From an optimization exercise on the open Yosys and OpenROAD flow, aimed at small area, a short achievable clock period and few clock cycles per item; shortcuts taken in it are not production practice.
Only simulation tests tie the RTL to the original design; equivalence was not proved.
Power and IR drop assume default switching activity.

`config.mk`:
```
export PLATFORM = sky130hd
export DESIGN_NAME = alu
export DESIGN_NICKNAME = alu
export VERILOG_FILES = /design/flow/design.v
export SDC_FILE = /design/flow/constraint.sdc
export NUM_CORES = 4
export LEC_CHECK = 0
export CAP_MARGIN = 20
export CELL_PAD_IN_SITES_DETAIL_PLACEMENT = 1
export CELL_PAD_IN_SITES_GLOBAL_PLACEMENT = 2
export CORE_MARGIN = 2
export CORE_UTILIZATION = 25
export PLACE_DENSITY = 0.5
export SETUP_SLACK_MARGIN = 1.2
export SLEW_MARGIN = 20
```
`constraint.sdc`:
```
create_clock -name core_clock -period 5.0 [get_ports {clk}]
set_input_delay 1.0000 -clock core_clock [delete_from_list [all_inputs] [get_ports {clk}]]
set_output_delay 1.0000 -clock core_clock [all_outputs]
set_load 0.01 [all_outputs]
```
`design.v`:
```
module alu(
        input clk,
        input rst,
        input [2:0] operation,
        input [15:0] srcA_i,
        input [15:0] srcB_i,
        input [15:0] sortNum0_i,
        input [15:0] sortNum1_i,
        input [15:0] sortNum2_i,
        input [15:0] sortNum3_i,
        input [15:0] sortNum4_i,
        input [15:0] sortNum5_i,
        input [15:0] sortNum6_i,
        input [15:0] sortNum7_i,
        input [15:0] sortNum8_i,
        output [15:0] data_o,
        output [15:0] sortNum0_o,
        output [15:0] sortNum1_o,
        output [15:0] sortNum2_o,
        output [15:0] sortNum3_o,
        output [15:0] sortNum4_o,
        output [15:0] sortNum5_o,
        output [15:0] sortNum6_o,
        output [15:0] sortNum7_o,
        output [15:0] sortNum8_o,
        output reg        done
);
localparam [2:0] OP_ADD  = 3'd0;
localparam [2:0] OP_SUB  = 3'd1;
localparam [2:0] OP_MUL  = 3'd2;
localparam [2:0] OP_DIV  = 3'd3;
localparam [2:0] OP_SORT = 3'd4;
wire [15:0] a = srcA_i;
wire [15:0] b = srcB_i;
reg  [3:0]  cnt;
reg  [15:0] H, L, D;
reg  [16:0] D3;
reg         prev;       
reg  [8:0]  cmp;        
reg  [15:0] R;          
reg         fmax, fmin;
reg  [15:0] S [0:8];
assign data_o = {(R[15] & ~fmax) | fmin, (R[14:0] | {15{fmax}}) & ~{15{fmin}}};
assign sortNum0_o = S[0];
assign sortNum1_o = S[1];
assign sortNum2_o = S[2];
assign sortNum3_o = S[3];
assign sortNum4_o = S[4];
assign sortNum5_o = S[5];
assign sortNum6_o = S[6];
assign sortNum7_o = S[7];
assign sortNum8_o = S[8];
wire first = (cnt == 4'd0);
function gt17;
        input [16:0] x;
        input [16:0] y;
        reg   [16:0] g, p;
        reg   [8:0]  g1, p1;
        reg   [4:0]  g2, p2;
        reg   [2:0]  g3, p3;
        integer i;
        begin
                g = x & ~y;
                p = x | ~y;
                for (i = 0; i < 8; i = i + 1) begin
                        g1[i] = g[2*i+1] | (p[2*i+1] & g[2*i]);
                        p1[i] = p[2*i+1] & p[2*i];
                end
                g1[8] = g[16];
                p1[8] = p[16];
                for (i = 0; i < 4; i = i + 1) begin
                        g2[i] = g1[2*i+1] | (p1[2*i+1] & g1[2*i]);
                        p2[i] = p1[2*i+1] & p1[2*i];
                end
                g2[4] = g1[8];
                p2[4] = p1[8];
                for (i = 0; i < 2; i = i + 1) begin
                        g3[i] = g2[2*i+1] | (p2[2*i+1] & g2[2*i]);
                        p3[i] = p2[2*i+1] & p2[2*i];
                end
                g3[2] = g2[4];
                p3[2] = p2[4];
                gt17 = g3[2] | (p3[2] & (g3[1] | (p3[1] & g3[0])));
        end
endfunction
function [15:0] lor16;
        input [15:0] x;
        reg   [15:0] o;
        integer i, l;
        begin
                o = x;
                for (l = 1; l < 16; l = l * 2)
                        for (i = 15; i >= l; i = i - 1)
                                o[i] = o[i] | o[i-l];
                lor16 = {o[14:0], 1'b0};
        end
endfunction
wire        is_sub = operation[0];
wire [15:0] as_r   = a + (b ^ {16{is_sub}}) + {15'd0, is_sub};
wire        as_ov  = ~a[15] & (b[15] ^ ~is_sub) & as_r[15];
wire        as_un  =  a[15] & (b[15] ^  is_sub) & ~as_r[15];
wire [15:0] na   = a ^ lor16(a);              
wire [15:0] m1_h = {16{b[0]}} & {na[15], na[15:1]};
reg         e1p, e1n, e2p, e2n;                        
wire [2:0]  bq  = first ? b[2:0] : L[3:1];             
wire [15:0] y1  = (D & {16{e1p | e1n}}) ^ {16{e1n}};
wire [15:0] y2  = (D & {16{e2p | e2n}}) ^ {16{e2n}};
wire        c1  = e1n;
wire        mt0 = (H[0] & y1[0]) | (H[0] & c1) | (y1[0] & c1);   
wire        mo1 = H[0] ^ y1[0] ^ c1;                   
wire [15:0] ua  = {1'b0, H[15:1]};
wire [15:0] ub  = {1'b0, y1[15:1]};
wire        uc  = {ua[13:0], mt0} > {~ub[13:0], 1'b0};   
wire        mf  = (ua[14] | ub[14] | uc) & ~(ua[14] & ub[14] & uc);   
wire [15:0] cs_s = ua ^ ub ^ y2;
wire [15:0] cs_c = (ua & ub) | (ua & y2) | (ub & y2);
wire [16:0] s2t  = {cs_s, 1'b1} + {cs_c[14:0], mt0, e2n};
wire [15:0] s2r  = s2t[16:1];
wire [15:0] s2   = {s2r[15] ^ mf, s2r[14:0]};
wire        rnd  = (L[10] & ^L[9:1]) | (L[11] & L[10] & ~^L[9:1]);
wire [4:0]  ql   = L[15:11] + {4'd0, rnd};
wire        c5   = rnd & (&L[15:11]);
wire [10:0] fa_  = H[10:0];
wire [10:0] fb_  = y1[10:0];
wire [10:0] fc_  = {9'd0, c1 & c5, c1 ^ c5};
wire [10:0] qh   = (fa_ ^ fb_ ^ fc_) + {((fa_ & fb_) | (fa_ & fc_) | (fb_ & fc_)), 1'b0};
wire [15:0] mq   = {qh, ql};
wire        sgn  = a[15] ^ b[15];
wire [15:0] am  = a ^ ({16{a[15]}} & lor16(a));      
wire [15:0] bm  = b ^ ({16{b[15]}} & lor16(b));      
wire [15:0] nb  = b ^ {16{b[15]}};
wire [16:0] t3a = {1'b0, nb};
wire [16:0] t3b = {nb, 1'b0};
wire [16:0] t3c = {15'd0, b[15], b[15]};
wire [16:0] bm3 = (t3a ^ t3b ^ t3c) + {((t3a & t3b) | (t3a & t3c) | (t3b & t3c)), 1'b0};
wire        bz    = (b == 16'd0);
wire        b1    = (b == 16'd1) | (b == 16'hffff);
wire        dv_g1 = am[15] & bz;
wire [1:0]  dv_t1 = {am[15], am[14]};
wire        dv_g2 = ((dv_t1 != 2'd0) & bz) | (dv_t1[1] & b1);
wire [1:0]  dv_t2 = (dv_g2 & b1) ? dv_t1 - 2'd1 : dv_t1;
wire [16:0] X    = {H, L[15]};
wire        h_gt = H[14:0] > D[14:0];
wire        h_eq = (H[14:0] == D[14:0]);
wire        d_g1 = (H[15] & ~D[15]) | (~(H[15] ^ D[15]) & h_gt);           
wire        d_ms = H[15] & ~D[15] & (h_gt | h_eq);                         
wire        d_ca = X[15:0] > D;
wire        x_gt = X[15:0] > D3[15:0];
wire        d_c3 = (X[16] & ~D3[16]) | (~(X[16] ^ D3[16]) & x_gt);         
wire        d_ch = X[16] & ~D3[16] & x_gt;                                 
wire        d_g2 = d_g1 ? (d_ms ? d_ch : d_c3) : d_ca;
wire [14:0] r0   = X[14:0];
wire [14:0] r1   = X[14:0] - D[14:0];
wire [14:0] r2   = X[14:0] - {D[13:0], 1'b0};
wire [14:0] r3   = X[14:0] - D3[14:0];
wire        ds0  = ~d_g1 & ~d_g2, ds1 = ~d_g1 & d_g2, ds2 = d_g1 & ~d_g2, ds3 = d_g1 & d_g2;
wire [14:0] rr   = ({15{ds0}} & r0) | ({15{ds1}} & r1) | ({15{ds2}} & r2) | ({15{ds3}} & r3);
wire [15:0] dq  = {L[13:0], d_g1, d_g2};
wire [15:0] orl = lor16({2'b00, L[13:0]});
wire        glo = d_g1 | d_g2;
wire [15:0] d_res = sgn ? {L[13:0] ^ (orl[13:0] | {14{glo}}), d_g1 ^ d_g2, d_g2} : dq;
wire [15:0] xin [0:8];
assign xin[0] = sortNum0_i;
assign xin[1] = sortNum1_i;
assign xin[2] = sortNum2_i;
assign xin[3] = sortNum3_i;
assign xin[4] = sortNum4_i;
assign xin[5] = sortNum5_i;
assign xin[6] = sortNum6_i;
assign xin[7] = sortNum7_i;
assign xin[8] = sortNum8_i;
reg  [15:0] sel;
integer u;
always @* begin
        sel = 16'd0;
        for (u = 0; u < 8; u = u + 1)
                sel = sel | (xin[u] & {16{cnt[2:0] == u}});
end
reg [8:0] cmp_n;
integer j;
always @* begin
        for (j = 0; j < 9; j = j + 1)
                cmp_n[j] = gt17({sel, 1'b1}, {xin[j], ~(j < cnt)});
end
reg [3:0] ga, gb, gc;       
reg [8:0] slot;
integer k, i1, i2;
always @* begin
        for (k = 0; k < 4; k = k + 1) begin
                ga[k] = (cmp[0] + cmp[1] + cmp[2] == k);
                gb[k] = (cmp[3] + cmp[4] + cmp[5] == k);
                gc[k] = (cmp[6] + cmp[7] + cmp[8] == k);
        end
        slot = 9'd0;
        for (i1 = 0; i1 < 4; i1 = i1 + 1)
                for (i2 = 0; i2 < 4; i2 = i2 + 1)
                        for (k = 0; k < 4; k = k + 1)
                                if (i1 + i2 + k < 9)
                                        slot[i1 + i2 + k] = slot[i1 + i2 + k] | (ga[i1] & gb[i2] & gc[k]);
end
wire last = (operation == OP_MUL)  ? (cnt == 4'd8)  :
            (operation == OP_DIV)  ? (cnt == 4'd12) :
            (operation == OP_SORT) ? (cnt == 4'd8)  : 1'b1;
always @(posedge clk or posedge rst) begin
        if (rst) begin
                cnt  <= 4'd0;
                done <= 1'b0;
        end else begin
                cnt  <= last ? 4'd0 : cnt + 4'd1;
                done <= last;
        end
end
always @(posedge clk) begin
        cmp <= cmp_n;
        D3  <= bm3;
        e1p <= ~bq[1] & bq[0];
        e1n <= bq[1] & ~bq[0];
        e2p <= ~bq[2] & bq[1];
        e2n <= bq[2] & ~bq[1];
        case (operation)
        OP_MUL: begin
                if (first) begin
                        H    <= m1_h;
                        L    <= {a[0] & b[0], b[15:1]};
                        prev <= b[0];
                end else begin
                        H    <= {s2[15], s2[15:1]};
                        L    <= {s2[0], mo1, L[15:2]};
                        prev <= L[1];
                end
                D    <= a;
                R    <= mq;
                fmax <= ~sgn & mq[15];
                fmin <= sgn & ~mq[15];
        end
        OP_DIV: begin
                if (first) begin
                        H <= {13'd0, dv_t2, am[13]};
                        L <= {am[12:0], 1'b0, dv_g1, dv_g2};
                end else begin
                        H <= {rr, L[14]};
                        L <= {L[13:0], d_g1, d_g2};
                end
                prev <= L[1];
                D    <= bm;
                R    <= d_res;
                fmax <= 1'b0;
                fmin <= 1'b0;
        end
        OP_SORT: begin
                H    <= {s2[15], s2[15:1]};
                L    <= {s2[0], mo1, L[15:2]};
                prev <= L[1];
                D    <= sel;
                R    <= as_r;
                fmax <= as_ov;
                fmin <= as_un;
        end
        default: begin
                H    <= {s2[15], s2[15:1]};
                L    <= {s2[0], mo1, L[15:2]};
                prev <= L[1];
                D    <= a;
                R    <= as_r;
                fmax <= as_ov;
                fmin <= as_un;
        end
        endcase
end
wire [15:0] sdat = first ? sortNum8_i : D;
integer p;
always @(posedge clk)
        if (operation == OP_SORT)
                for (p = 0; p < 9; p = p + 1)
                        if (first | slot[p]) S[p] <= sdat;
endmodule
```
`flow/run.sh`:
```
#!/bin/bash
# The standard layout, except that the port buffers are buf_1 cells
# (buffer_ports would otherwise pick its lowest-drive buffer, a delay cell).
export BUFFER_PORTS_ARGS="-buffer_cell sky130_fd_sc_hd__buf_1"
bash standard.sh > standard.log 2>&1
```
`standard.sh`:
```
#!/bin/bash
# synth_recipe.tcl (not shown) runs the flow's synth.tcl, then flattens the netlist and writes it again
# the make line also repeats each setting of config.mk as NAME=value (left out here)
make -C /OpenROAD-flow-scripts/flow DESIGN_CONFIG=/design/flow/config.mk WORK_HOME=/design/flow/orfs CLKGATE_MAP_FILE= SYNTH_SCRIPT=/design/flow/synth_recipe.tcl "${@:-finish}"
```
==> notes.md, run 1 <==
----------------------------------------------------
[Routing]
  Drt wl/cell ... 26.7 um
  Post-detailed-route count of antenna-violating nets ... 0
  Number of detailed-routing iterations run before antenna repair ... 9
  Total Wirelength ... 99100 um
  Detailed Route Iter0 Violations ... between 1000 and 1500
  Vias per cell ... 5.27
  Via count ... 19600
  DRC violation count after routing ... 0

[GRT]
  Largest net degree at the start of global routing ... 83
  Global-route wire length before repair ... 143000 um
  Grt ovf ... 0
  All-layer global routing usage ... 0.236
  Number of global-route vias before repair ... 20400
  Antenna violations before repair ... 4

[Synthesis]
  Register bit total from synthesis ... 245
  Number of synthesized flops with an enable pin ... 144
  Syn Nets ... 2607
  Post-synth design cell area ... 19800 um^2
  Ys Warns ... 2
  Predominant post-synthesis flop cell ... sky130_fd_sc_hd__edfxtp_1
  Share of flip-flops with an asynchronous set or reset after synthesis ... 0.0204
  Dominant cell type by area after synthesis ... sky130_fd_sc_hd__edfxtp_1
  Share of the yosys chip area belonging to registers ... 0.322
  Synthesized area divided by synthesized cell count ... a little under 9 um^2
  Number of distinct library cells after synthesis ... 86
  Instance count of the mapped netlist ... 2241
  Share of the synthesized area in the top cell type ... 0.218
  Leading post-synthesis cells by cell area ... sky130_fd_sc_hd__edfxtp_1 (22%), sky130_fd_sc_hd__ha_1 (9.7%), sky130_fd_sc_hd__dfxtp_1 (9.7%)

[Floorplanning]
  Effective utilization at floorplan ... 0.252
  Horizontal extent of the die ... 285 um
  Area of the core ... 78700 um^2
  Die Outline Area ... roughly 80000 um^2
  I/O pin count ... 342
  Number of rows in the core area ... 103
  Y dimension of the die ... 285 um

[Worst setup path]
  Cell count along the critical path ... 16
  Setup slack, reg-to-reg ... 1.19 ns
  Critical setup path kind ... flop to flop
  CP endpoint kind ... flop
  End of the worst register-to-register path ... H[13]
  Worst Path Arrival ... roughly 4.2 ns
  Critical Path Most Common Cell ... sky130_fd_sc_hd__buf_4
  CP required ... 5.43 ns
  Family with the most delay on the worst path ... compound AO/OA/AOI/OAI gates
  CP max stage delay ... 0.45 ns
  Kind of launch point of the worst setup path ... flop
  Cells on worst reg2reg path ... 16
  Buffers & Inverters on Critical Path ... 3
  Worst setup path start ... e2n
  Worst setup endpoint ... H[13]
  CP cell instances ... clkinvlp_4 > buf_4 > buf_4 > o21ai_0 > fa_1 > ha_1 > a21oi_2 > nor2b_4 > o32ai_1 > a311o_1 > a31oi_2 > nor2b_1 > o21a_1 > o41a_1 > xnor2_1 > o211ai_1
  Cell at the slowest stage of the critical path ... sky130_fd_sc_hd__fa_1
  Largest driver fanout on the critical path ... 7
  Worst reg2reg path startpoint ... e2n

[CTS]
  Total CTS buffers ... 34
  Worst-case clock buffer depth ... 3
  Skew-Pair Late Insertion Delay ... 0.56 ns
  TritonCTS clock tree ... built
  Clock root buffer master ... sky130_fd_sc_hd__clkbuf_16
  Clk sinks ... between 200 and 250
  Clock slew seen by the registers of the worst setup and hold paths ... 0.06 ns
  Number of H-tree branching levels ... 2

[Timing]
  Pin slew with the least headroom to its limit ... 1.05 ns
  Final setup violation count ... 0
  Maximum frequency from static timing analysis ... 262 MHz
  Final TNS setup ... 0 ns
  Final Hold Violating Endpoints ... 0
  Max_slew headroom ... 0.292
  Total count of max-transition violations in the final report ... 0
  RSZ-0062 raised after global routing ... yes
  Period utilisation layout ... 0.763
  Setup clock skew after layout ... 0.0422 ns
  Worst Hold Margin ... ~0.32 ns
  Tmin final ... 3.81 ns

[Place]
  Final weighted congestion in routability-driven placement ... roughly 0.88
  PortBufs ... 341
  Detailed placer's ending HPWL ... 79800 um
  Number of placed instances, taps included ... 3601

[Pwr]
  Power per Cell Area ... between 500 and 600 nW/um^2
  Pwr Total ... 0.0140 W
  Leak Pwr ... between 9 and 10 nW
  Maximum resistive drop on vdd ... 0.000204 V

[Finish]
  Final core occ ... 0.316
  Number of nets in the final layout ... 2995
  Non-filler instance count after layout ... 3709
  Share of final-layout standard cells stronger than drive strength 1 ... 0.134
  Area added between synthesis and finish ... 25.5%

[Flow run]
  Number of maximum-capacitance violations ... 0

[Min path]
  Type of the tightest min-delay check ... input port to asynchronous set/reset pin

[Status]
  Outcome ... complete, no violations

----------------------------------------------------
worst register-to-register path: cells and delay by family (launching register included):
| kind | cells | cell delay [ns] |
|---|---|---|
| XOR/XNOR | 1 | 0.20 |
| flip-flops | 1 | 0.36 |
| adder cells (fa/ha/maj) | 2 | 0.71 |
| AO/OA/AOI/OAI | 8 | 1.65 |
| buffers and inverters | 3 | 0.49 |
| AND/OR/NAND/NOR | 2 | 0.28 |
cell families after synthesis:
logic type               Yosys count  share of synthesized area
AND/OR/NAND/NOR                  576                      0.138
XOR/XNOR                         167                     0.0742
adder cells (fa/ha/maj)          223                      0.148
AO/OA/AOI/OAI                    718                      0.242
buffers and inverters            265                     0.0514
flip-flops                       245                      0.322
multiplexers                      47                     0.0249
how the worst min path moves through the flow:
| stage | startpoint | end | cells past startpoint |
|---|---|---|---|
| after floorplan | L[3] | e2p | 1 |
| after global placement | cnt[0] | cnt[0] | 1 |
| after detailed placement | L[3] | e2p | 1 |
| after CTS | rst | done | 2 |
| after global routing | rst | done | 2 |
| final | rst | done | 2 |
through the flow:
stage / area [um^2] / setup WS, ns
3_5_place_dp: 22800 / 0.568
5_1_grt: 24900 / 0.987
3_3_place_gp: 22800 / 0.673
6_report: 24900 / 1.19
2_1_floorplan: 19900 / 0.967
4_1_cts: 24300 / 1.14
sequential cells by signal, indices dropped and copies added (netlist names):
name and flops:
D 16, D3 17, H 16, L 16, R 16, S 144, cmp 9, cnt 4
done 1, e1n 1, e1p 1, e2n 1, e2p 1, fmax 1, fmin 1
Yosys cell counts (19+ instances only):
master / number
sky130_fd_sc_hd__a21o_1: 34
sky130_fd_sc_hd__a21oi_1: 140
sky130_fd_sc_hd__a221oi_1: 32
sky130_fd_sc_hd__a222oi_1: 22
sky130_fd_sc_hd__a22oi_1: 48
sky130_fd_sc_hd__a31oi_1: 24
sky130_fd_sc_hd__and3_1: 21
sky130_fd_sc_hd__clkbuf_1: 105
sky130_fd_sc_hd__dfxtp_1: 96
sky130_fd_sc_hd__edfxtp_1: 144
sky130_fd_sc_hd__fa_1: 31
sky130_fd_sc_hd__ha_1: 154
sky130_fd_sc_hd__inv_1: 138
sky130_fd_sc_hd__maj3_1: 38
sky130_fd_sc_hd__mux2_2: 19
sky130_fd_sc_hd__mux2i_1: 28
sky130_fd_sc_hd__nand2_1: 176
sky130_fd_sc_hd__nand3_1: 27
sky130_fd_sc_hd__nand4_1: 21
sky130_fd_sc_hd__nor2_1: 160
sky130_fd_sc_hd__nor2b_1: 28
sky130_fd_sc_hd__nor3_1: 46
sky130_fd_sc_hd__o211ai_1: 22
sky130_fd_sc_hd__o21ai_0: 173
sky130_fd_sc_hd__o22ai_1: 40
sky130_fd_sc_hd__o31ai_1: 21
sky130_fd_sc_hd__xnor2_1: 75
sky130_fd_sc_hd__xor2_1: 91
cell usage in the layout, fill, tap and decap left out, drive strengths merged, types with 20 or more instances in the layout:
master  synthesis  layout
a21o           34      34
a21oi         141     141
a221oi         32      32
a222oi         22      22
a22oi          48      48
a31oi          24      24
and3           21      21
buf            21     475
clkbuf        105      46
dfxtp          96      96
edfxtp        144     144
fa             31      31
ha            154     154
inv           139     140
maj3           38      38
mux2i          28      28
nand2         177     177
nand3          27      27
nand4          21      21
nor2          160     160
nor2b          28      28
nor3           47      47
o211ai         22      22
o21ai         177     177
o22ai          40      40
o31ai          21      21
or3            20      20
xnor2          75      75
xor2           92      92
per-layer routing:
layer,up-vias,GRT usage,wire length (um)
li1,9122,-,-
met1,9903,0.311,44400
met2,424,0.417,49300
met3,107,0.0179,2870
met4,0,0.0615,2540
met5,-,0,0
where the power goes:
part	internal (W)	switching, W	leakage [nW]	total (W)
registers	0.00257	0.000449	2.19	0.00302
logic	0.00335	0.00512	6.85	0.00847
clock network	0.00155	0.00101	0.567	0.00256
timing repair:
action / CTS / global route
endpoints found under the setup margin: 30 / 32
hold buffers: 0 / 0
pin swaps: 11 / 43
resized for setup: 71 / 94
cloned: 0 / 0
setup buffers: 8 / 33
final cells by class:
class | instances | area, um^2
Sequential cell | 245 | 6390
Fill cell | 9239 | 53900
Tap cell | 1050 | 1310
Clock inverter | 19 | 272
Antenna cell | 4 | 10.0
Timing Repair Buffer | 478 | 2440
Inverter | 139 | 537
Multi-Input combinational cell | 1731 | 13000
Clock buffer | 43 | 895
Testbench counts, summed over its fixed seeds: cycles 10,488, items 1,600.
==> run 2, diff against run 1 <==
--- a/config.mk
+++ b/config.mk
@@ -11,5 +11,7 @@
 export CORE_MARGIN = 2
 export CORE_UTILIZATION = 25
+export CTS_CLUSTER_DIAMETER = 100
+export CTS_CLUSTER_SIZE = 30
 export PLACE_DENSITY = 0.5
-export SETUP_SLACK_MARGIN = 1.2
+export SETUP_SLACK_MARGIN = 1.0
 export SLEW_MARGIN = 20
==> run 2 against run 1 <==
Effect of this change:
- sequential share of layout area up 1.1 points
- core utilization down 1.3 points
- critical path depth down 1
- via count down 2.2%
- first-iteration DRC count down 3.8%
- largest cell class unchanged
==> notes.md, run 2 <==
----------------------------------------------------
[Worst setup path]
  Critical Path Most Common Cell ... sky130_fd_sc_hd__or3_4
  Worst setup path start ... srcA_i[0]
  CP max stage delay ... 0.41 ns
  CP required ... approximately 5.4 ns
  Buffers & Inverters on Critical Path ... 2
  End of the worst register-to-register path ... H[15]
  Cell at the slowest stage of the critical path ... sky130_fd_sc_hd__or3b_4
  Kind of launch point of the worst setup path ... input port
  CP cell instances ... buf_1 > inv_4 > ha_4 > or3b_4 > or3_4 > or3_4 > or3b_4 > or3_4 > nand2_2 > xor2_2 > ha_2 > nor2b_1 > o21ai_1 > o311a_1 > a221oi_1
  Worst Path Arrival ... 4.28 ns
  CP endpoint kind ... flop
  Cells on worst reg2reg path ... 15
  Critical setup path kind ... input port to flop
  Largest driver fanout on the critical path ... 5
  Worst reg2reg path startpoint ... e1n
  Family with the most delay on the worst path ... simple AND/OR/NAND/NOR gates
  Setup slack, reg-to-reg ... about 1.1 ns

[Synthesis]
  Synth cell count leaders ... sky130_fd_sc_hd__nand2_1 (176), sky130_fd_sc_hd__o21ai_0 (173), sky130_fd_sc_hd__nor2_1 (160), sky130_fd_sc_hd__ha_1 (154), sky130_fd_sc_hd__edfxtp_1 (144)
  Number of distinct library cells after synthesis ... 86
  Synthesized area divided by synthesized cell count ... ~8.8 um^2
  Number of synthesized flops with an enable pin ... 144
  Share of the yosys chip area belonging to registers ... 0.322
  Post-synth design cell area ... 19800 um^2
  Syn Nets ... 2607
  Most numerous cell in the Yosys netlist ... sky130_fd_sc_hd__nand2_1
  Ys Warns ... 2
  Leading post-synthesis cells by cell area ... sky130_fd_sc_hd__edfxtp_1 (22%), sky130_fd_sc_hd__ha_1 (9.7%), sky130_fd_sc_hd__dfxtp_1 (9.7%)
  Share of flip-flops with an asynchronous set or reset after synthesis ... 0.0204
  Share of the synthesized area in the top cell type ... 0.218
  Dominant cell type by area after synthesis ... sky130_fd_sc_hd__edfxtp_1
  Register bit total from synthesis ... 245
  Predominant post-synthesis flop cell ... sky130_fd_sc_hd__edfxtp_1
  Instance count of the mapped netlist ... roughly 2200

[Finish]
  Area added between synthesis and finish ... 20.3%
  Share of final-layout standard cells stronger than drive strength 1 ... 0.104
  Multi-input combinational cell area ... 12800 um^2
  Most common cell after layout, fill and taps aside ... sky130_fd_sc_hd__buf_1
  Top Registers ... S (144), D3 (17)
  Number of nets in the final layout ... 2949
  Filler Cells Inserted ... 9314
  Final design instance area without fill ... 23800 um^2
  Storage element area ... 6390 um^2
  Most flop-heavy register ... S
  Most frequent cells in the layout ... sky130_fd_sc_hd__buf_1 (338), sky130_fd_sc_hd__nand2_1 (176), sky130_fd_sc_hd__o21ai_0 (157)
  Largest register FFs ... 144

[Flow run]
  Number of maximum-capacitance violations ... 0

[CTS]
  Skew-Pair Late Insertion Delay ... 0.57 ns
  Clk sinks ... 245
  Worst-case clock buffer depth ... 3
  Clock root buffer master ... sky130_fd_sc_hd__clkbuf_16
  Clock slew seen by the registers of the worst setup and hold paths ... 0.09 ns
  TritonCTS clock tree ... built
  Number of H-tree branching levels ... 1
  Total CTS buffers ... 19

[Timing]
  Maximum frequency from static timing analysis ... 259 MHz
  Worst Hold Margin ... 0.319 ns
  Tmin final ... 3.86 ns
  Final TNS setup ... 0 ns
  RSZ-0062 raised after global routing ... yes
  Post-route setup slack ... between 1 and 1.5 ns
  Total count of max-transition violations in the final report ... 0
  Setup clock skew after layout ... 0.0344 ns
  Max_slew headroom ... 0.265
  Period utilisation layout ... 0.773
  Final Hold Violating Endpoints ... 0
  Final setup violation count ... 0
  Pin slew with the least headroom to its limit ... 1.10 ns

[Status]
  Outcome ... complete, no violations

[Place]
  Final weighted congestion in routability-driven placement ... 0.843
  Cell area reported after detailed placement ... 22700 um^2
  PortBufs ... 341
  Detailed placer's ending HPWL ... approximately 79000 um
  Post-Place Setup Slack ... 0.404 ns

[Routing]
  Drt wl/cell ... about 27 um
  Number of detailed-routing iterations run before antenna repair ... 6
  DRC violation count after routing ... 0
  Via count ... 19100
  Vias per cell ... between 5 and 6
  Post-detailed-route count of antenna-violating nets ... 0
  Total Wirelength ... 97800 um
  Detailed Route Iter0 Violations ... 1153

[Floorplanning]
  Y dimension of the die ... about 290 um
  Area of the core ... just under 80000 um^2
  Effective utilization at floorplan ... 0.252
  Die Outline Area ... roughly 82000 um^2
  I/O pin count ... 342
  Horizontal extent of the die ... 285 um
  Number of rows in the core area ... 103

[Pwr]
  Leak Pwr ... 9.14 nW
  Maximum resistive drop on vdd ... about 0.00024 V
  Power per Cell Area ... around 550 nW/um^2

[GRT]
  Antenna violations before repair ... 4
  Grt ovf ... 0
  Largest net degree at the start of global routing ... between 80 and 90
  Number of global-route vias before repair ... ~20000
  All-layer global routing usage ... 0.232
  Global-route wire length before repair ... about 140000 um

[Min path]
  Type of the tightest min-delay check ... input port to asynchronous set/reset pin

----------------------------------------------------
-- run 2: cell counts after synthesis --
No cell type changed its count.
-- run 2: per-stage QoR --
stage / instances / util / total power [W]
2_1_floorplan: 2241 / - / 0.00801
3_3_place_gp: 3594 / 0.288 / 0.0109
3_5_place_dp: 3594 / 0.288 / 0.0110
4_1_cts: 3629 / 0.299 / 0.0129
5_1_grt: 3646 / 0.303 / 0.0140
6_report: 3646 / 0.303 / 0.0130
-- run 2: cell type report --
type                    count  share of cell area
clock inverters            12             0.00782
diodes                      3            0.000315
clock buffers              19              0.0199
flip-flops and latches    245               0.268
inverters                 139              0.0223
multi-input cells        1731               0.537
well taps                1050              0.0551
repair buffers            447              0.0889
-- run 2: how the worst max path moves through the flow --
stage            end  cells past startpoint
6_report        L[0]                     15
4_1_cts        R[15]                     15
2_1_floorplan   L[0]                     15
5_1_grt        H[12]                     18
3_3_place_gp   H[15]                     12
3_5_place_dp   H[15]                     12
-- run 2: layer usage --
metal	share of wire	wire (um)	vias up	GRT usage
met5	0.00013	13	-	0
met4	0.016	1600	2	0.0395
met3	0.026	2520	69	0.0173
met2	0.50	49000	354	0.416
met1	0.46	44600	9677	0.309
li1	-	-	9021	-
-- run 2: timing repair --
item,4_1_cts,5_1_grt
cloned,0,0
endpoints found under the setup margin,25,27
pin swaps,1,8
setup buffers,4,14
hold buffers,0,0
gates resized for setup,41,51
-- run 2: logic make-up after synthesis --
| group | Yosys count | share of synthesized area |
|---|---|---|
| and+or+nand+nor | 576 | 0.138 |
| adders and majority gates | 223 | 0.148 |
| buffers and inverters | 265 | 0.0514 |
| xor gates and xnor gates | 167 | 0.0742 |
| AOI/OAI and AO/OA | 718 | 0.242 |
| muxes | 47 | 0.0249 |
| DFF | 245 | 0.322 |
-- run 2: worst reg2reg max path, delay by kind of cell (launching register included) --
family,cells,cell delay [ns]
AO/OA/AOI/OAI,8,1.55
adder cells (fa/ha/maj),2,0.92
flip-flops,1,0.35
multiplexers,1,0.30
buffers and inverters,2,0.27
XOR/XNOR,1,0.19
AND/OR/NAND/NOR,1,0.15
-- run 2: power breakdown --
| part | internal, W | total, W | switching (W) |
|---|---|---|---|
| Clock | 0.000777 | 0.00174 | 0.000967 |
| Combinational | 0.00321 | 0.00825 | 0.00504 |
| Sequential | 0.00256 | 0.00300 | 0.000437 |
==> run 3, diff against run 2 <==
==> config.mk (replaced) <==
export PLATFORM = sky130hd
export DESIGN_NAME = alu
export DESIGN_NICKNAME = alu
export VERILOG_FILES = /design/flow/design.v
export SDC_FILE = /design/flow/constraint.sdc
export NUM_CORES = 4
export LEC_CHECK = 0
export ABC_AREA = 1
export CAP_MARGIN = 20
export CELL_PAD_IN_SITES_DETAIL_PLACEMENT = 1
export CELL_PAD_IN_SITES_GLOBAL_PLACEMENT = 2
export CORE_MARGIN = 2
export CORE_UTILIZATION = 35
export PLACE_DENSITY = 0.6
export SETUP_SLACK_MARGIN = 1.0
export SLEW_MARGIN = 20
==> run 3 against run 2 <==
Effect of this change:
- still clean
- area after synthesis increased by 8.5%
- wire length increased by 3.5%
- total power rose by 8.7%
- core utilization increased by 11 points
- critical path depth down 1
- worst setup slack improved by 0.024 ns
- largest cell class unchanged
- largest power group unchanged
==> notes.md, run 3 <==
----------------------------------------------------
[Worst setup path]
  End of the worst register-to-register path ... H[9]
  CP required ... 5.48 ns
  Kind of launch point of the worst setup path ... flop
  Largest driver fanout on the critical path ... 11
  Critical setup path kind ... flop to flop
  Worst reg2reg path startpoint ... e1n
  CP endpoint kind ... flop
  Worst Path Arrival ... 4.32 ns
  Cells on worst reg2reg path ... 14
  Setup slack, reg-to-reg ... 1.16 ns

[Pwr]
  Cell-internal power ... 0.00673 W
  Maximum resistive drop on vdd ... roughly 0.00034 V
  Clock network power share ... 0.163
  Combinational fraction of design power ... 0.623
  Sequential share of power ... 0.214
  Leak Pwr ... between 10 and 15 nW
  Power per Cell Area ... 570 nW/um^2
  Switching power summed over all nets ... approximately 0.0074 W
  Sw Share ... 0.523

[Timing]
  Final setup violation count ... 0
  RSZ-0062 raised after global routing ... yes
  Max_slew headroom ... 0.257
  Maximum frequency from static timing analysis ... 260 MHz
  Period utilisation layout ... 0.768
  Setup clock skew after layout ... approximately 0.033 ns
  Pin slew with the least headroom to its limit ... 1.10 ns
  Tmin final ... 3.84 ns
  Final Hold Violating Endpoints ... 0
  Final TNS setup ... 0 ns
  Total count of max-transition violations in the final report ... 0

[Synthesis]
  Instance count of the mapped netlist ... 3100
  Number of synthesized flops with an enable pin ... 144
  Synthesized area divided by synthesized cell count ... 6.93 um^2
  Ys Warns ... 2
  Share of flip-flops with an asynchronous set or reset after synthesis ... 0.0204
  Share of the synthesized area in the top cell type ... 0.201
  Most numerous cell in the Yosys netlist ... sky130_fd_sc_hd__nand2_1
  Predominant post-synthesis flop cell ... sky130_fd_sc_hd__edfxtp_1
  Leading post-synthesis cells by cell area ... sky130_fd_sc_hd__edfxtp_1 (20%), sky130_fd_sc_hd__nand2_1 (14%), sky130_fd_sc_hd__ha_1 (9.0%)
  Post-synth design cell area ... approximately 21000 um^2
  Syn Nets ... 3466
  Synth cell count leaders ... sky130_fd_sc_hd__nand2_1 (814), sky130_fd_sc_hd__inv_1 (417), sky130_fd_sc_hd__nor2_1 (296), sky130_fd_sc_hd__nand3_1 (277), sky130_fd_sc_hd__o21ai_0 (209)
  Register bit total from synthesis ... 245
  Dominant cell type by area after synthesis ... sky130_fd_sc_hd__edfxtp_1
  Share of the yosys chip area belonging to registers ... 0.297
  Number of distinct library cells after synthesis ... 67

[GRT]
  All-layer global routing usage ... 0.313
  Antenna violations before repair ... 2
  Number of global-route vias before repair ... 23400
  Global-route wire length before repair ... 149000 um
  Largest net degree at the start of global routing ... between 60 and 70
  Grt ovf ... 0

[Routing]
  Vias per cell ... roughly 5.4
  Number of detailed-routing iterations run before antenna repair ... 5
  Detailed Route Iter0 Violations ... 1441
  DRC violation count after routing ... 0
  Drt wl/cell ... 23.9 um
  Via count ... 23000
  Post-detailed-route count of antenna-violating nets ... 0
  Total Wirelength ... 101000 um

[Floorplanning]
  Die Outline Area ... approximately 63000 um^2
  I/O pin count ... about 340
  Area of the core ... 60500 um^2
  Horizontal extent of the die ... 252 um
  Y dimension of the die ... about 250 um
  Effective utilization at floorplan ... 0.355
  Number of rows in the core area ... 90

[Finish]
  Non-filler instance count after layout ... 4234
  Most common cell after layout, fill and taps aside ... sky130_fd_sc_hd__nand2_1
  Area added between synthesis and finish ... 15.5%
  Most frequent cells in the layout ... sky130_fd_sc_hd__nand2_1 (813), sky130_fd_sc_hd__inv_1 (407), sky130_fd_sc_hd__buf_1 (340)
  Largest register FFs ... around 140
  Share of final-layout standard cells stronger than drive strength 1 ... 0.0626
  Most flop-heavy register ... S
  Top Registers ... S (144), D3 (17)
  Number of nets in the final layout ... 3790

[Flow run]
  Number of maximum-capacitance violations ... 0

[Place]
  Detailed placer's ending HPWL ... 81600 um
  Number of placed instances, taps included ... 4168
  Final weighted congestion in routability-driven placement ... 0.937
  PortBufs ... 341

[CTS]
  Clk sinks ... 245
  TritonCTS clock tree ... built
  Skew-Pair Late Insertion Delay ... 0.62 ns
  Number of H-tree branching levels ... 1
  Total CTS buffers ... 31
  Worst-case clock buffer depth ... 3
  Clock root buffer master ... sky130_fd_sc_hd__clkbuf_16
  Post-cts hold buffer count ... 0
  Clock slew seen by the registers of the worst setup and hold paths ... about 0.070 ns

[Min path]
  Type of the tightest min-delay check ... input port to asynchronous set/reset pin

[Status]
  Outcome ... complete, no violations

----------------------------------------------------
-- run 3: cell count changes in the layout (fill, tap and decap cells not counted), moves of 26 or more --
cell	delta
sky130_fd_sc_hd__nand2_1	+637
sky130_fd_sc_hd__inv_1	+274
sky130_fd_sc_hd__nand3_1	+250
sky130_fd_sc_hd__nor2_1	+144
sky130_fd_sc_hd__buf_4	-70
sky130_fd_sc_hd__a22oi_1	-42
sky130_fd_sc_hd__o21ai_0	+41
sky130_fd_sc_hd__xnor2_1	-41
sky130_fd_sc_hd__maj3_1	-38
sky130_fd_sc_hd__a221oi_1	-27
sky130_fd_sc_hd__mux2i_1	-26
sky130_fd_sc_hd__xor2_1	-26
-- run 3: worst max-delay path by stage --
stage                     from     end  slack (ns)  depth (start not counted)
detailed placement   srcB_i[0]  D3[13]        0.84                         16
global route              L[8]   R[14]        0.93                         26
floorplan           srcB_i[15]  D3[16]        1.08                         16
global placement     srcB_i[0]  D3[13]        0.93                         16
CTS                       L[2]   R[14]        0.99                         26
finish                     e1n    H[9]        1.16                         14
-- run 3: cells by family after synthesis --
group                    synth area share
adder cells (fa/ha/maj)             0.119
XOR/XNOR                           0.0391
AO/OA/AOI/OAI                       0.144
AND/OR/NAND/NOR                     0.306
buffers and inverters              0.0964
flip-flops                          0.297
-- run 3: critical path, stage by stage (launching register included) --
cell and delay [ns]:
sky130_fd_sc_hd__dfxtp_1 0.58, sky130_fd_sc_hd__clkinvlp_4 0.33, sky130_fd_sc_hd__buf_4 0.21, sky130_fd_sc_hd__o21ai_0 0.16, sky130_fd_sc_hd__inv_1 0.15, sky130_fd_sc_hd__fa_1 0.49
sky130_fd_sc_hd__ha_1 0.37, sky130_fd_sc_hd__a21oi_1 0.18, sky130_fd_sc_hd__o21a_1 0.15, sky130_fd_sc_hd__nand2_1 0.12, sky130_fd_sc_hd__a21o_1 0.23, sky130_fd_sc_hd__xnor2_1 0.29
sky130_fd_sc_hd__o22ai_1 0.24, sky130_fd_sc_hd__inv_1 0.12, sky130_fd_sc_hd__nand2_1 0.08
-- run 3: repair_timing --
| action | CTS | global route |
|---|---|---|
| pin swaps | 4 | 4 |
| endpoints found under the hold margin | 0 | 0 |
| setup buffers | 1 | 2 |
| cloned | 0 | 1 |
| setup endpoints to repair | 2 | 23 |
| resized for setup | 6 | 29 |
-- run 3: routing by layer --
metal / vias up / global-route usage / share of wire
met4: 0 / 0.0886 / 0.027
met2: 675 / 0.536 / 0.47
met5: - / 0 / 0
li1: 10900 / - / -
met1: 11300 / 0.417 / 0.45
met3: 131 / 0.0340 / 0.048
-- run 3: power by group through the flow --
stage	Combinational (W)	Clock [W]	Sequential, W
floorplan	0.00582	0	0.00285
detailed placement	0.00849	0	0.00305
CTS	0.00858	0.00234	0.00301
finish	0.00880	0.00231	0.00302
global route	0.00973	0.00241	0.00305
global placement	0.00827	0	0.00304
-- run 3: per-stage QoR --
step	utilization	instance area [um^2]	power, W	hold WS, ns	setup slack (ns)
finish	0.410	24800	0.0141	0.275	1.16
global route	0.410	24800	0.0152	0.304	0.934
CTS	0.408	24600	0.0139	0.261	0.994
detailed placement	0.390	23600	0.0115	0.552	0.844
global placement	0.390	23600	0.0113	0.547	0.933
floorplan	-	21500	0.00867	0.464	1.08
-- run 3: cell type report --
type	instances	area, um^2
Antenna cell	3	7.51
Clock buffer	32	779
Clock inverter	26	264
Fill cell	7888	35700
Inverter	436	1660
Multi-Input combinational cell	2336	13200
Sequential cell	245	6380
Tap cell	782	978
Timing Repair Buffer	373	1520
Timing Repair inverter	1	7.51
==> run 4, diff against run 3 <==
--- a/config.mk
+++ b/config.mk
@@ -6,5 +6,4 @@
 export NUM_CORES = 4
 export LEC_CHECK = 0
-export ABC_AREA = 1
 export CAP_MARGIN = 20
 export CELL_PAD_IN_SITES_DETAIL_PLACEMENT = 1
==> run 4 against run 3 <==
Effect of this change:
- still clean
- clock skew fell by 0.0042 ns
- first-iteration DRC count fell by 6.1%
- cell count fell by 21%
- maximum frequency fell by 0.34%
- total power fell by 7.1%
- worst hold slack got worse by 0.0026 ns
- sequential power barely moved
- area after synthesis fell by 7.8%
==> notes.md, run 4 <==
----------------------------------------------------
[Finish]
  Most common cell after layout, fill and taps aside ... sky130_fd_sc_hd__buf_1
  Final design instance area without fill ... about 24000 um^2
  Storage element area ... 6380 um^2
  Top Registers ... S (144), D3 (17)
  Multi-input combinational cell area ... around 13000 um^2
  Area added between synthesis and finish ... 19.3%
  Filler Cells Inserted ... around 6700
  Number of nets in the final layout ... 2948
  Most frequent cells in the layout ... sky130_fd_sc_hd__buf_1 (337), sky130_fd_sc_hd__nand2_1 (175), sky130_fd_sc_hd__o21ai_0 (158)
  Most flop-heavy register ... S
  Largest register FFs ... 144
  Share of final-layout standard cells stronger than drive strength 1 ... 0.0999

[Worst setup path]
  Largest driver fanout on the critical path ... 9
  Family with the most delay on the worst path ... adder cells
  Setup slack, reg-to-reg ... 1.15 ns
  Buffers & Inverters on Critical Path ... 2
  Worst setup path start ... cnt[0]
  CP endpoint kind ... flop
  Worst setup endpoint ... cmp[7]
  CP max stage delay ... 0.48 ns
  Cells on worst reg2reg path ... 13
  CP cell instances ... inv_2 > ha_4 > buf_4 > a22oi_1 > a21oi_2 > nor3_4 > maj3_1 > a222oi_1 > nor3_1 > maj3_1 > maj3_1 > maj3_1 > o21ai_1
  Critical Path Most Common Cell ... sky130_fd_sc_hd__maj3_1
  CP required ... 5.50 ns
  Critical setup path kind ... flop to flop
  Cell at the slowest stage of the critical path ... sky130_fd_sc_hd__dfrtp_1
  Worst reg2reg path startpoint ... cnt[0]
  Kind of launch point of the worst setup path ... flop
  End of the worst register-to-register path ... cmp[7]
  Worst Path Arrival ... 4.35 ns
  Cell count along the critical path ... 13

[Place]
  PortBufs ... approximately 340
  Cell area reported after detailed placement ... about 22000 um^2
  Detailed placer's ending HPWL ... approximately 71000 um
  Final weighted congestion in routability-driven placement ... 0.923

[CTS]
  Clk sinks ... 245
  Post-cts hold buffer count ... 0
  Clock slew seen by the registers of the worst setup and hold paths ... 0.07 ns
  Worst-case clock buffer depth ... 3
  Clock root buffer master ... sky130_fd_sc_hd__clkbuf_16
  Number of H-tree branching levels ... 1
  Total CTS buffers ... 29
  Skew-Pair Late Insertion Delay ... around 0.59 ns
  TritonCTS clock tree ... built

[Synthesis]
  Syn Nets ... 2607
  Synth cell count leaders ... sky130_fd_sc_hd__nand2_1 (176), sky130_fd_sc_hd__o21ai_0 (173), sky130_fd_sc_hd__nor2_1 (160), sky130_fd_sc_hd__ha_1 (154), sky130_fd_sc_hd__edfxtp_1 (144)
  Dominant cell type by area after synthesis ... sky130_fd_sc_hd__edfxtp_1
  Share of the synthesized area in the top cell type ... 0.218
  Leading post-synthesis cells by cell area ... sky130_fd_sc_hd__edfxtp_1 (22%), sky130_fd_sc_hd__ha_1 (9.7%), sky130_fd_sc_hd__dfxtp_1 (9.7%)
  Share of the yosys chip area belonging to registers ... 0.322
  Number of synthesized flops with an enable pin ... 144
  Synthesized area divided by synthesized cell count ... 8.84 um^2
  Register bit total from synthesis ... 245
  Number of distinct library cells after synthesis ... 86
  Instance count of the mapped netlist ... between 2000 and 2500
  Post-synth design cell area ... 19800 um^2
  Ys Warns ... 2
  Most numerous cell in the Yosys netlist ... sky130_fd_sc_hd__nand2_1
  Share of flip-flops with an asynchronous set or reset after synthesis ... 0.0204
  Predominant post-synthesis flop cell ... sky130_fd_sc_hd__edfxtp_1

[Pwr]
  Sequential share of power ... 0.230
  Leak Pwr ... ~9.3 nW
  Combinational fraction of design power ... 0.605
  Clock network power share ... 0.165
  Maximum resistive drop on vdd ... ~0.00024 V
  Pwr Total ... 0.0131 W
  Sw Share ... 0.469
  Power per Cell Area ... roughly 560 nW/um^2
  Cell-internal power ... 0.00697 W
  Switching power summed over all nets ... 0.00616 W

[Min path]
  Type of the tightest min-delay check ... input port to asynchronous set/reset pin

[Timing]
  Final Hold Violating Endpoints ... 0
  Final TNS setup ... 0 ns
  Total count of max-transition violations in the final report ... 0
  Setup clock skew after layout ... 0.0289 ns
  Period utilisation layout ... 0.771
  Tmin final ... 3.85 ns
  Final setup violation count ... 0
  Max_slew headroom ... 0.254
  Maximum frequency from static timing analysis ... roughly 260 MHz
  RSZ-0062 raised after global routing ... no
  Pin slew with the least headroom to its limit ... 1.11 ns

[Routing]
  DRC violation count after routing ... 0
  Total Wirelength ... between 80000 and 90000 um
  Top layer used by detailed routing ... met4
  Post-detailed-route count of antenna-violating nets ... 0
  Via count ... 19600
  Drt wl/cell ... 26.4 um
  Vias per cell ... 5.83
  Number of detailed-routing iterations run before antenna repair ... 8
  Detailed route wirelength on metal2 ... 42800 um
  Post-Route M1 WL ... 39700 um
  Detailed Route Iter0 Violations ... 1353
  DR WL met3 ... 3280 um

[Floorplanning]
  Y dimension of the die ... 242 um
  Number of rows in the core area ... 87
  Area of the core ... 56200 um^2
  Effective utilization at floorplan ... 0.353
  Die Outline Area ... ~59000 um^2
  I/O pin count ... 342
  Horizontal extent of the die ... 242 um

[Status]
  Outcome ... complete, no violations

[Flow run]
  Number of maximum-capacitance violations ... 0

[GRT]
  Grt ovf ... 0
  Global-route wire length before repair ... 130000 um
  Largest net degree at the start of global routing ... 83
  All-layer global routing usage ... 0.292
  Antenna violations before repair ... 3
  Number of global-route vias before repair ... 20100

----------------------------------------------------
## run 4: cells by family after synthesis
kind of cell | synth area share
AOI/OAI and AO/OA | 0.242
xor gates and xnor gates | 0.0742
adders and majority gates | 0.148
buffers and inverters | 0.0514
DFF | 0.322
muxes | 0.0249
and+or+nand+nor | 0.138
## run 4: repair_timing
action,in CTS,in global routing
gates cloned,0,1
hold endpoints to repair,0,0
pin swaps,1,11
setup endpoints to repair,16,34
setup buffers,3,12
gates resized for setup,23,54
## run 4: per-layer routing
metal,global-route usage,up-vias
met4,0.0931,0
met2,0.504,574
li1,-,9046
met1,0.386,9851
met5,0,-
met3,0.0224,137
## run 4: how the worst min path moves through the flow
stage / slack (ns) / start / cells past startpoint / to
2_1_floorplan: 0.47 / L[3] / 1 / e2p
3_3_place_gp: 0.54 / cnt[0] / 1 / cnt[0]
3_5_place_dp: 0.56 / cnt[0] / 1 / cnt[0]
4_1_cts: 0.26 / rst / 2 / cnt[1]
5_1_grt: 0.28 / rst / 2 / done
6_report: 0.27 / rst / 2 / done
## run 4: final cells by class
cell class                      count  share of cell area
Sequential cell                   245               0.270
Inverter                          139              0.0223
Timing Repair Buffer              436              0.0861
Antenna cell                        2            0.000212
Tap cell                          756              0.0400
Clock inverter                     16             0.00725
Clock buffer                       36              0.0335
Multi-Input combinational cell   1731               0.540
## run 4: power groups by stage
| stage | sequential, W | clock [W] | combinational, W |
|---|---|---|---|
| floorplan | 0.00285 | 0 | 0.00516 |
| global placement | 0.00305 | 0 | 0.00748 |
| detailed placement | 0.00306 | 0 | 0.00760 |
| CTS | 0.00302 | 0.00222 | 0.00771 |
| global route | 0.00306 | 0.00227 | 0.00868 |
| finish | 0.00301 | 0.00217 | 0.00794 |
## run 4: stage by stage
stage	std cells	setup WS (ns)	utilization	hold slack, ns
after floorplan	2241	0.967	-	0.468
after global placement	3290	0.636	0.396	0.540
after detailed placement	3290	0.547	0.396	0.558
after CTS	3345	0.973	0.415	0.262
after global routing	3361	0.949	0.421	0.282
final	3361	1.15	0.421	0.273
==> run 5, diff against run 4 <==
--- a/config.mk
+++ b/config.mk
@@ -14,2 +14,3 @@
 export SETUP_SLACK_MARGIN = 1.0
 export SLEW_MARGIN = 20
+export TNS_END_PERCENT = 30
==> run 5 against run 4 <==
Effect of this change:
- still clean
- worst hold slack improved by 0.017 ns
- worst setup slack got worse by 0.039 ns
- largest power group unchanged
- largest cell class unchanged
- global-route usage increased by 0.14 points
- via count decreased by 0.92%
- total power increased by 1.9%
==> notes.md, run 5 <==
----------------------------------------------------
[Routing]
  Vias per cell ... 5.79
  Post-detailed-route count of antenna-violating nets ... 0
  Total Wirelength ... 89000 um
  Detailed Route Iter0 Violations ... between 1000 and 1500
  DRC violation count after routing ... 0
  Number of detailed-routing iterations run before antenna repair ... 6
  Via count ... 19400
  Drt wl/cell ... 26.5 um

[Finish]
  Share of final-layout standard cells stronger than drive strength 1 ... 0.0929
  Most flop-heavy register ... S
  Most frequent cells in the layout ... sky130_fd_sc_hd__buf_1 (339), sky130_fd_sc_hd__nand2_1 (175), sky130_fd_sc_hd__o21ai_0 (159)
  Top Registers ... S (144), D3 (17)
  Largest register FFs ... about 140
  Number of nets in the final layout ... 2937
  Area added between synthesis and finish ... 19.4%
  Most common cell after layout, fill and taps aside ... sky130_fd_sc_hd__buf_1

[Worst setup path]
  CP max stage delay ... 0.53 ns
  Critical Path Most Common Cell ... sky130_fd_sc_hd__maj3_1
  Worst Path Arrival ... 4.40 ns
  CP cell instances ... inv_2 > ha_2 > a22o_1 > a31o_2 > nor3_2 > maj3_1 > a222oi_1 > nor3_1 > maj3_1 > maj3_1 > maj3_1 > o21ai_1
  Cell at the slowest stage of the critical path ... sky130_fd_sc_hd__ha_2
  CP required ... ~5.5 ns
  Largest driver fanout on the critical path ... 16
  Kind of launch point of the worst setup path ... flop
  Family with the most delay on the worst path ... adder cells
  Critical setup path kind ... flop to flop
  CP endpoint kind ... flop
  Buffers & Inverters on Critical Path ... 1

[CTS]
  Skew-Pair Late Insertion Delay ... between 0.5 and 0.6 ns
  Clk sinks ... 245
  Clock slew seen by the registers of the worst setup and hold paths ... roughly 0.06 ns
  Worst-case clock buffer depth ... 3
  Number of H-tree branching levels ... 1
  Total CTS buffers ... 30
  Clock root buffer master ... sky130_fd_sc_hd__clkbuf_16
  TritonCTS clock tree ... built

[Timing]
  Final Hold Violating Endpoints ... 0
  Maximum frequency from static timing analysis ... 257 MHz
  Final TNS setup ... 0 ns
  Total count of max-transition violations in the final report ... 0
  Period utilisation layout ... 0.778
  Pin slew with the least headroom to its limit ... 1.07 ns
  RSZ-0062 raised after global routing ... yes
  Final setup violation count ... 0
  Tmin final ... around 3.9 ns
  Max_slew headroom ... 0.285
  Setup clock skew after layout ... 0.0175 ns

[GRT]
  All-layer global routing usage ... 0.293
  Global-route wire length before repair ... between 100000 and 150000 um
  Grt ovf ... 0
  Number of global-route vias before repair ... ~20000
  Antenna violations before repair ... 5
  Largest net degree at the start of global routing ... 83

[Min path]
  Type of the tightest min-delay check ... input port to asynchronous set/reset pin

[Synthesis]
  Number of distinct library cells after synthesis ... 86
  Synth cell count leaders ... sky130_fd_sc_hd__nand2_1 (176), sky130_fd_sc_hd__o21ai_0 (173), sky130_fd_sc_hd__nor2_1 (160), sky130_fd_sc_hd__ha_1 (154), sky130_fd_sc_hd__edfxtp_1 (144)
  Leading post-synthesis cells by cell area ... sky130_fd_sc_hd__edfxtp_1 (22%), sky130_fd_sc_hd__ha_1 (9.7%), sky130_fd_sc_hd__dfxtp_1 (9.7%)
  Syn Nets ... 2607
  Synthesized area divided by synthesized cell count ... 8.84 um^2
  Most numerous cell in the Yosys netlist ... sky130_fd_sc_hd__nand2_1
  Share of the yosys chip area belonging to registers ... 0.322
  Register bit total from synthesis ... 245
  Number of synthesized flops with an enable pin ... 144
  Dominant cell type by area after synthesis ... sky130_fd_sc_hd__edfxtp_1
  Instance count of the mapped netlist ... 2241
  Post-synth design cell area ... 19800 um^2
  Share of the synthesized area in the top cell type ... 0.218
  Predominant post-synthesis flop cell ... sky130_fd_sc_hd__edfxtp_1
  Ys Warns ... 2
  Share of flip-flops with an asynchronous set or reset after synthesis ... 0.0204

[Status]
  Outcome ... complete, no violations

[Floorplanning]
  I/O pin count ... 342
  Horizontal extent of the die ... 242 um
  Area of the core ... 56200 um^2
  Y dimension of the die ... 242 um
  Die Outline Area ... between 50000 and 60000 um^2
  Number of rows in the core area ... 87
  Effective utilization at floorplan ... 0.353

[Pwr]
  Leak Pwr ... about 9.2 nW
  Maximum resistive drop on vdd ... 0.000319 V
  Pwr Total ... between 0.01 and 0.015 W
  Power per Cell Area ... around 570 nW/um^2

[Place]
  Detailed placer's ending HPWL ... 71300 um
  PortBufs ... 341
  Final weighted congestion in routability-driven placement ... 0.915

[Flow run]
  Number of maximum-capacitance violations ... 0

----------------------------------------------------
run 5: worst register-to-register path: stages (launching register included):
cell and delay (ns):
sky130_fd_sc_hd__dfrtp_2 0.42, sky130_fd_sc_hd__inv_2 0.28, sky130_fd_sc_hd__ha_2 0.53, sky130_fd_sc_hd__a22o_1 0.22, sky130_fd_sc_hd__a31o_2 0.16, sky130_fd_sc_hd__nor3_2 0.12, sky130_fd_sc_hd__maj3_1 0.39, sky130_fd_sc_hd__a222oi_1 0.32
sky130_fd_sc_hd__nor3_1 0.10, sky130_fd_sc_hd__maj3_1 0.36, sky130_fd_sc_hd__maj3_1 0.40, sky130_fd_sc_hd__maj3_1 0.37, sky130_fd_sc_hd__o21ai_1 0.13
run 5: per-layer routing:
layer,up-vias,part of all wire,track usage
li1,9006,-,-
met1,9675,0.45,0.397
met2,636,0.47,0.492
met3,108,0.049,0.0350
met4,2,0.028,0.0826
met5,-,0.00015,0
run 5: path summary, 6_finish.rpt:
path	start	depth (start not counted)	endpoint	slack, ns
max	cnt[2]	12	cmp[7]	1.11
min	rst	2	cnt[1]	0.29
max reg2reg	cnt[2]	12	cmp[7]	1.11
min reg2reg	cnt[0]	1	cnt[0]	0.51
max in group asynchronous	rst	2	cnt[2]	4.51
min in group core_clock	cnt[0]	1	cnt[0]	0.51
run 5: layout make-up:
class | instances | area (um^2)
repair buffers | 424 | 1960
fillers | 6735 | 32500
clock inverters | 22 | 310
multi-input cells | 1731 | 12700
diodes | 4 | 10.0
clock buffers | 34 | 796
inverters | 139 | 526
flip-flops and latches | 245 | 6380
well taps | 756 | 946
run 5: per-stage QoR:
| stage | hold WS, ns | area (um^2) | cells | util | setup WS [ns] |
|---|---|---|---|---|---|
| 2_1_floorplan | 0.468 | 19800 | 2241 | - | 0.915 |
| 3_3_place_gp | 0.528 | 22200 | 3284 | 0.395 | 0.654 |
| 3_5_place_dp | 0.557 | 22200 | 3284 | 0.395 | 0.548 |
| 4_1_cts | 0.263 | 23400 | 3342 | 0.416 | 0.927 |
| 5_1_grt | 0.293 | 23600 | 3355 | 0.421 | 0.950 |
| 6_report | 0.289 | 23600 | 3355 | 0.421 | 1.11 |
run 5: cell families (layout without fill, tap and decap cells):
kind of cell,count (synthesis),after routing,synth area share
buffers and inverters,265,619,0.0514
DFF,245,245,0.322
adders and majority gates,223,223,0.148
xor gates and xnor gates,167,167,0.0742
and+or+nand+nor,576,576,0.138
AOI/OAI and AO/OA,718,718,0.242
muxes,47,47,0.0249
other,0,4,0
run 5: power breakdown:
part | switching (W) | internal [W]
logic | 0.00481 | 0.00311
clock network | 0.000964 | 0.00147
registers | 0.000458 | 0.00256
run 5: timing repair:
item / 4_1_cts / 5_1_grt
hold buffers: 0 / 0
setup buffers: 2 / 8
gates resized for setup: 13 / 44
setup endpoints to repair: 12 / 35
pin swaps: 0 / 3
==> run 6, diff against run 5 <==
--- a/config.mk
+++ b/config.mk
@@ -11,6 +11,7 @@
 export CORE_MARGIN = 2
 export CORE_UTILIZATION = 35
+export CTS_CLUSTER_DIAMETER = 80
+export CTS_CLUSTER_SIZE = 20
 export PLACE_DENSITY = 0.6
 export SETUP_SLACK_MARGIN = 1.0
 export SLEW_MARGIN = 20
-export TNS_END_PERCENT = 30
==> run 6 against run 5 <==
Effect of this change:
- core utilization down 0.55 points
- global-route usage shrank 0.21 points
- sequential share of layout area increased by 0.39 points
- die area stayed put
- worst hold slack improved by 0.034 ns
- worst setup slack worse by 0.033 ns
- clock-buffer cell count shrank 12
==> notes.md, run 6 <==
----------------------------------------------------
[GRT]
  Number of global-route vias before repair ... 20000
  Largest net degree at the start of global routing ... 83
  All-layer global routing usage ... 0.291
  Global-route wire length before repair ... 130000 um
  Antenna violations before repair ... 3
  Grt ovf ... 0

[CTS]
  TritonCTS clock tree ... built
  Clock slew seen by the registers of the worst setup and hold paths ... 0.08 ns
  Worst-case clock buffer depth ... 3
  Total CTS buffers ... 20
  Number of H-tree branching levels ... 1
  Clk sinks ... 245
  Clock root buffer master ... sky130_fd_sc_hd__clkbuf_16
  Skew-Pair Late Insertion Delay ... between 0.5 and 0.6 ns

[Worst setup path]
  CP max stage delay ... around 0.47 ns
  Largest driver fanout on the critical path ... 17
  Worst Path Arrival ... 4.38 ns
  Cell at the slowest stage of the critical path ... sky130_fd_sc_hd__dfrtp_2
  CP required ... 5.46 ns
  CP cell instances ... inv_1 > ha_2 > a22oi_1 > a21oi_2 > nor3_4 > maj3_1 > a222oi_1 > nor3_1 > maj3_1 > maj3_1 > maj3_1 > o21ai_1
  Critical Path Most Common Cell ... sky130_fd_sc_hd__maj3_1
  CP endpoint kind ... flop
  Kind of launch point of the worst setup path ... flop
  Critical setup path kind ... flop to flop

[Routing]
  Number of detailed-routing iterations run before antenna repair ... 6
  Via count ... 19500
  Total Wirelength ... 88600 um
  Vias per cell ... 5.83
  DRC violation count after routing ... 0
  Post-detailed-route count of antenna-violating nets ... 0
  Detailed Route Iter0 Violations ... 1185
  Drt wl/cell ... 26.4 um

[Timing]
  Setup clock skew after layout ... 0.0140 ns
  Final TNS setup ... 0 ns
  Tmin final ... 3.92 ns
  RSZ-0062 raised after global routing ... yes
  Final setup violation count ... 0
  Maximum frequency from static timing analysis ... 255 MHz
  Worst Hold Margin ... 0.323 ns
  Period utilisation layout ... 0.785
  Pin slew with the least headroom to its limit ... 1.11 ns
  Total count of max-transition violations in the final report ... 0
  Max_slew headroom ... 0.249
  Final Hold Violating Endpoints ... 0

[Finish]
  Storage element area ... around 6400 um^2
  Share of final-layout standard cells stronger than drive strength 1 ... 0.0961
  Most common cell after layout, fill and taps aside ... sky130_fd_sc_hd__buf_1
  Final design instance area without fill ... 23300 um^2
  Area added between synthesis and finish ... 17.8%
  Most flop-heavy register ... S
  Number of nets in the final layout ... 2947
  Filler Cells Inserted ... 6703
  Multi-input combinational cell area ... 12700 um^2
  Top Registers ... S (144), D3 (17)
  Most frequent cells in the layout ... sky130_fd_sc_hd__buf_1 (337), sky130_fd_sc_hd__nand2_1 (175), sky130_fd_sc_hd__o21ai_0 (157)
  Largest register FFs ... 144

[Synthesis]
  Number of distinct library cells after synthesis ... 86
  Synth cell count leaders ... sky130_fd_sc_hd__nand2_1 (176), sky130_fd_sc_hd__o21ai_0 (173), sky130_fd_sc_hd__nor2_1 (160), sky130_fd_sc_hd__ha_1 (154), sky130_fd_sc_hd__edfxtp_1 (144)
  Syn Nets ... 2607
  Leading post-synthesis cells by cell area ... sky130_fd_sc_hd__edfxtp_1 (22%), sky130_fd_sc_hd__ha_1 (9.7%), sky130_fd_sc_hd__dfxtp_1 (9.7%)
  Share of cell area taken by muxes after synthesis ... 0.0249
  Synthesized area divided by synthesized cell count ... 8.84 um^2
  Share of the yosys chip area belonging to registers ... 0.322
  Combinational family with the most area after synthesis ... compound AO/OA/AOI/OAI gates
  Share of the synthesized area in the top cell type ... 0.218
  Share of flip-flops with an asynchronous set or reset after synthesis ... 0.0204
  Number of synthesized flops with an enable pin ... 144
  Dominant cell type by area after synthesis ... sky130_fd_sc_hd__edfxtp_1
  Xor/xnor cell area share of the yosys netlist ... 0.0742
  Instance count of the mapped netlist ... 2241
  Area fraction in and, or, nand and nor cells after synthesis ... 0.138
  Most numerous cell in the Yosys netlist ... sky130_fd_sc_hd__nand2_1
  Adder and majority gate portion of the synthesized area ... 0.148
  Register bit total from synthesis ... around 250
  Predominant post-synthesis flop cell ... sky130_fd_sc_hd__edfxtp_1
  Ys Warns ... 2
  Share of the synthesized area in compound gates (AO/OA/AOI/OAI) ... 0.242
  Post-synth design cell area ... 19800 um^2

[Place]
  Detailed placer's ending HPWL ... 71100 um
  Cell area reported after detailed placement ... 22200 um^2
  PortBufs ... about 340
  Final weighted congestion in routability-driven placement ... 0.923

[Pwr]
  Power per Cell Area ... 540 nW/um^2
  Maximum resistive drop on vdd ... between 0.0002 and 0.00025 V
  Leak Pwr ... 9.12 nW

[Floorplanning]
  Die Outline Area ... around 59000 um^2
  Horizontal extent of the die ... 242 um
  Number of rows in the core area ... 87
  I/O pin count ... 342
  Effective utilization at floorplan ... 0.353
  Area of the core ... roughly 56000 um^2
  Y dimension of the die ... approximately 240 um

[Min path]
  Type of the tightest min-delay check ... input port to asynchronous set/reset pin

[Flow run]
  Number of maximum-capacitance violations ... 0

[Status]
  Outcome ... complete, no violations

----------------------------------------------------
## run 6: cell types whose count changed in the layout (fill, tap and decap cells not counted), moves of 3 or more
cell | before | now
sky130_fd_sc_hd__buf_4 | 77 | 97
sky130_fd_sc_hd__bufinv_16 | 6 | 1
sky130_fd_sc_hd__clkbuf_16 | 30 | 21
sky130_fd_sc_hd__clkinv_2 | 5 | 0
sky130_fd_sc_hd__a21oi_2 | 10 | 13
sky130_fd_sc_hd__dfxtp_1 | 94 | 90
sky130_fd_sc_hd__dfxtp_2 | 2 | 5
## run 6: where the power goes
| group | total [W] | leakage, nW | switching (W) | internal (W) |
|---|---|---|---|---|
| logic | 0.00793 | 6.61 | 0.00481 | 0.00312 |
| registers | 0.00301 | 2.19 | 0.000448 | 0.00256 |
| clock network | 0.00166 | 0.312 | 0.000813 | 0.000851 |
| total | 0.0126 | 9.12 | 0.00607 | 0.00654 |
## run 6: path summary, 6_finish.rpt
check                       start      to  slack [ns]  cells after the start
min reg2reg                cnt[0]  cnt[0]        0.55                      1
max reg2reg                cnt[0]  cmp[7]        1.08                     12
min in group core_clock    cnt[0]  cnt[0]        0.55                      1
max in group asynchronous     rst  cnt[2]        4.49                      2
min                           rst    done        0.32                      2
max                        cnt[0]  cmp[7]        1.08                     12
## run 6: cell families (layout without fill, tap and decap cells)
group | count (synthesis) | count (layout)
buf+inv | 265 | 614
mux | 47 | 47
flops | 245 | 245
fa+ha+maj | 223 | 223
compound gates | 718 | 718
xor+xnor | 167 | 167
simple gates | 576 | 576
other cells | 0 | 2
## run 6: worst max-delay path, delay by kind of cell (launching register included)
kind	cells	cell delay, ns
AND/OR/NAND/NOR	2	0.26
AO/OA/AOI/OAI	4	0.98
flip-flops	1	0.47
adder cells (fa/ha/maj)	5	1.99
buffers and inverters	1	0.15
## run 6: through the flow
step	util	power (W)	worst slack (ns)	std cells
6_report	0.415	0.0126	1.08	3348
5_1_grt	0.415	0.0135	0.881	3348
4_1_cts	0.409	0.0124	0.988	3325
3_5_place_dp	0.396	0.0107	0.547	3290
3_3_place_gp	0.396	0.0105	0.636	3290
2_1_floorplan	-	0.00801	0.967	2241
## run 6: per-layer routing
metal | GRT usage | wire length [um] | vias to the layer above
met2 | 0.504 | 42700 | 554
met1 | 0.385 | 39300 | 9835
met3 | 0.0236 | 3610 | 119
li1 | - | - | 9012
met5 | 0 | 0 | -
met4 | 0.0904 | 2870 | 0
## run 6: timing repair
action	CTS	global route
setup endpoints to repair	15	35
buffers inserted	4	19
gates resized for setup	21	48
cloned	0	1
pin swaps	1	7
hold buffers	0	0
## run 6: area by class of cell
cell class,count,area share
Clock buffer,22,0.0231
Clock inverter,9,0.00493
Multi-Input combinational cell,1731,0.545
Timing Repair Buffer,444,0.0895
Antenna cell,2,0.000214
Sequential cell,245,0.274
Inverter,139,0.0226
Tap cell,756,0.0405

==> what the ideal ports hide <==
Ports are ideal in the flow. The routed layouts listed here were re-timed in OpenROAD.
Step 1, drivers: a clkbuf_16 drives clk and a buf_2 each remaining input, both assumed.
Step 2 adds t to the input delays and takes it off the output delays; t is the mean of the earliest and latest rising clock arrival at the registers after step 1. Input paths then give back, and output paths get back, about the clock's delay inside the block.
Three values: ideal, step 1, step 2; two values: the first two.
run | shift t [ns] | slack for setup (ns) | pins driven straight from the clock port
run 1 | 0.607 | 1.186 / 1.186 / 0.608 | 1
run 2 | 0.619 | 1.136 / 1.140 / 0.540 | 1
run 3 | 0.663 | 1.160 / 1.160 / 0.824 | 1
run 4 | 0.639 | 1.147 / 1.147 / 0.614 | 1
run 5 | 0.647 | 1.109 / 1.109 / 0.522 | 1
run 6 | 0.596 | 1.076 / 1.076 / 0.621 | 1
After both steps every run listed still meets setup and hold. The setup slack of run 2, which loses most, moves by +0.004 ns with the drivers and by -0.596 ns with both steps.
